Context: an optimization exercise on an open-source flow, tuned for small area, a short achievable clock period and few clock cycles per item. The choices shown serve that exercise and are no tape-out recipe. Only simulation tests tie the RTL to the original design; equivalence was not proved.

== job 1317 ==
Design axc_booth, start of the top module:
module axc_booth #(
        parameter integer NA=32,
        parameter integer NB=32,
        parameter integer NC=$clog2(NA)+1
    )(
        input   wire                 CLK,
        input   wire                 RST,
        input   wire                 START,
        input   wire  [NA-1:0]       A_in,
        input   wire  [NB-1:0]       B_in,
        input   wire  [NC-1:0]       C_in,
        output  wire  [NA+NB-1:0]    N_out,
        output  wire                 Done_out
    );
    localparam [63:0] Z = 64'hffff555555560000;
    reg  [31:0] A_reg;                   
    reg  [5:0]  C_reg;
    reg  [31:0] B_reg;
    reg  [5:0]  qlo_reg;                 
    reg  [7:0]  one_reg, two_reg, neg_reg;
    reg         pre, st1, st2, Done_reg;
    reg  [63:0] acc;
    wire fast = (C_in >= 6'd31);
    wire        skip = A_reg[31] & C_reg[0];
    wire [5:0]  q0   = (C_reg > 6'd32) ? 6'd35 : C_reg + 6'd3;
    wire [7:0]  d_one, d_two, d_neg;
    wire [5:0]  d_q;
    transition_detect TD (.a(pre ? A_reg[31:16] : A_reg[15:0]), .a_below(pre & A_reg[15]),
                          .q(pre ? q0 : qlo_reg), .skip(skip),
                          .one(d_one), .two(d_two), .neg(d_neg), .q_next(d_q));
    wire [7:0] r_one, r_two, r_neg;
    genvar j;
    generate
        for (j = 0; j < 8; j = j + 1) begin : raw
            wire b1 = A_in[17+2*j], b0 = A_in[16+2*j], bm = A_in[15+2*j];
            assign r_one[j] = b0 ^ bm;
            assign r_two[j] = (b1 ^ b0) & ~(b0 ^ bm);
            assign r_neg[j] = b1 & ~(b0 & bm);
        end
    endgenerate
    always @(posedge CLK) begin
        A_reg <= A_in;
        C_reg <= C_in;
        if (START) begin
            B_reg    <= B_in;
            qlo_reg  <= 6'd35;
            one_reg  <= r_one; two_reg <= r_two; neg_reg <= r_neg;
        end else begin
            if (pre) qlo_reg <= d_q;
            one_reg  <= d_one; two_reg <= d_two; neg_reg <= d_neg;
  ...
Size in the first run: about 2200 cells after synthesis, ~170 flip-flops, ~140 I/O pins.
Settings: LEC_CHECK=0, ABC_CLOCK_PERIOD_IN_PS=5000, CAP_MARGIN=20, CORE_MARGIN=2, CORE_UTILIZATION=40, SETUP_SLACK_MARGIN=5, SLEW_MARGIN=20; clock period 11.0 ns.
run.sh (not shown) runs the stock make flow with config.mk's settings and CLKGATE_MAP_FILE= SYNTH_SCRIPT=/design/flow/synth_recipe.tcl, a recipe that flattens the netlist after the stock synthesis.
Job 1317 finished all stages; the layout is clean.
Testbench counts of job 1317, summed over its fixed seeds: cycles 41,712, items 12,000.
diff inputs: job 1317 => job 2266
- removing ABC_CLOCK_PERIOD_IN_PS (formerly 5000)
- removing SETUP_SLACK_MARGIN (formerly 5)
### Flow results
Re critical path depth: job 2266 and job 1317 aren't equal, and the higher value belongs to job 1317.
Per the comparison of job 2266 with job 1317, total wire length after detailed routing down 11%, share of the cycle needed by the critical path after routing went up 12 points, share of post-route cells with drive strength above 1 -13 points, hold slack -11 ps.
#### Input delta (job 1498 over job 2266)
- putting ABC_CLOCK_PERIOD_IN_PS at 5000 where nothing was set
Findings:
Job 1498 -> job 2266: number of clock buffers in the layout delta 0, exact match
From job 2266 to job 1498 the numbers moved as follows: register-to-register slack did not really move, total number of clock tree sinks closely matched the old numbers, worst-case clock skew ~0 delta.

========
axc_booth, a different RTL version from the one above (not shown whole).
Size in the first run: roughly 1500 cells after synthesis, roughly 14000 um^2 of cells after synthesis.
Design axc_booth, start of the top module:
module axc_booth #(
        parameter integer NA=32,
        parameter integer NB=32,
        parameter integer NC=$clog2(NA)+1
    )(
        input   wire                 CLK,
        input   wire                 RST,
        input   wire                 START,
        input   wire  [NA-1:0]       A_in,
        input   wire  [NB-1:0]       B_in,
        input   wire  [NC-1:0]       C_in,
        output  wire  [NA+NB-1:0]    N_out,
        output  wire                 Done_out
    );
==> flow/config.mk <==
export PLATFORM = sky130hd
export DESIGN_NAME = axc_booth
export DESIGN_NICKNAME = axc_booth
export VERILOG_FILES = /design/flow/design.v
export SDC_FILE = /design/flow/constraint.sdc
export NUM_CORES = 4
export LEC_CHECK = 0
export ABC_AREA = 1
export CAP_MARGIN = 20
export CORE_MARGIN = 2
export CORE_UTILIZATION = 55
export SLEW_MARGIN = 20
==> flow/constraint.sdc <==
create_clock -name core_clock -period 11.0 [get_ports {CLK}]
set_input_delay 2.2000 -clock core_clock [delete_from_list [all_inputs] [get_ports {CLK}]]
set_output_delay 2.2000 -clock core_clock [all_outputs]
set_load 0.01 [all_outputs]
standard.sh (not shown) runs the stock make flow with config.mk's settings and CLKGATE_MAP_FILE= SYNTH_SCRIPT=/design/flow/synth_recipe.tcl, a recipe that flattens the netlist after the stock synthesis.
==> flow/flow/run.sh <==
#!/bin/bash
# Standard layout, but Yosys maps adders with its default (Brent-Kung) carry
# tree; the port buffers use the smallest buffer cell, and timing repair aims
# at 5 ns of setup slack (the clock and constraints are unchanged).
bash standard.sh "SYNTH_OPERATIONS_ARGS=-noshare" "BUFFER_PORTS_ARGS=-buffer_cell sky130_fd_sc_hd__buf_1" SETUP_SLACK_MARGIN=5 finish > standard.log 2>&1
The starting point produced a clean layout.
Testbench counts at the start, summed over its fixed seeds: cycles 61,116, items 12,000.
Rerun with:
==> flow/flow/run.sh (replaced) <==
#!/bin/bash
# Standard layout; the port buffers use the smallest buffer cell, and timing
# repair aims at 5.5 ns of setup slack (the clock and constraints are unchanged).
bash standard.sh "BUFFER_PORTS_ARGS=-buffer_cell sky130_fd_sc_hd__buf_1" SETUP_SLACK_MARGIN=5.5 finish > standard.log 2>&1
- ABC_AREA: 1 -> unset
- CORE_UTILIZATION: 55 -> 40
Clock skew shrinks by 0.0066 ns.
Worst setup slack improves by 0.19 ns.
Wire length rises by 26%.
Via count goes up by 14%.
Count of clock-buffer cells in the layout went up by 1.
Design area increases by 12%.
Die area goes up by 43%.
Rerun with:
==> flow/flow/run.sh (replaced) <==
#!/bin/bash
# Standard layout, but Yosys maps adders with its default (Brent-Kung) carry
# tree; the port buffers use the smallest buffer cell, and timing repair aims
# at 5 ns of setup slack (the clock and constraints are unchanged).
bash standard.sh "SYNTH_OPERATIONS_ARGS=-noshare" "BUFFER_PORTS_ARGS=-buffer_cell sky130_fd_sc_hd__buf_1" SETUP_SLACK_MARGIN=5 finish > standard.log 2>&1
- ABC_AREA: unset -> 1
- CTS_CLUSTER_SIZE: unset -> 60
=> Via count went down by about 12%. Synthesized cell count shrinks by about 2.2%. Count of clock-buffer cells in the layout is lower by 3. Global-route usage decreases by 2.7 points. Utilization shrinks by 2.3 points.
Rerun with:
- CTS_CLUSTER_SIZE: 60 -> 30
Result:
- final cell count stays the same
- die area does not change
- critical path depth stays the same

-- separate check: timing with driven ports --
The flow's constraints put no driver on any port. The routed layouts listed below were extracted and timed again, unchanged, in two steps. Step 1 assumes that a clkbuf_16 drives the clock port and a buf_2 every other input. Step 2 adds t to the input delays and takes it off the output delays; t is the mean of the earliest and latest rising clock arrival at the registers after step 1. Input paths then give back, and output paths get back, about the clock's delay inside the block. Slacks: ideal ports / drivers / drivers and shift; pairs: ideal ports / drivers.
run | shift t [ns] | setup slack, ns | clock arrival spread, ns | slew at the worst register clock pin (ns) | worst slew at a driven data input, ns
job 1317 | 0.560 | 4.981 / 4.981 / 4.981 | 0.025 / 0.025 | 0.09 / 0.09 | 0.05
job 2266 | 0.552 | 3.698 / 3.698 / 3.698 | 0.024 / 0.024 | 0.08 / 0.08 | 0.05
job 1498 | 0.552 | 3.698 / 3.698 / 3.698 | 0.024 / 0.024 | 0.08 / 0.08 | 0.05
the first run of note 2 | 0.480 | 5.292 / 5.292 / 5.292 | 0.019 / 0.019 | 0.08 / 0.08 | 0.05
the second run of note 2 | 0.499 | 5.481 / 5.481 / 5.481 | 0.014 / 0.014 | 0.08 / 0.08 | 0.06
the third run of note 2 | 0.504 | 5.417 / 5.417 / 5.417 | 0.012 / 0.012 | 0.08 / 0.08 | 0.05
the fourth run of note 2 | 0.504 | 5.417 / 5.417 / 5.417 | 0.012 / 0.012 | 0.08 / 0.08 | 0.05
After both steps every run listed still meets setup and hold.
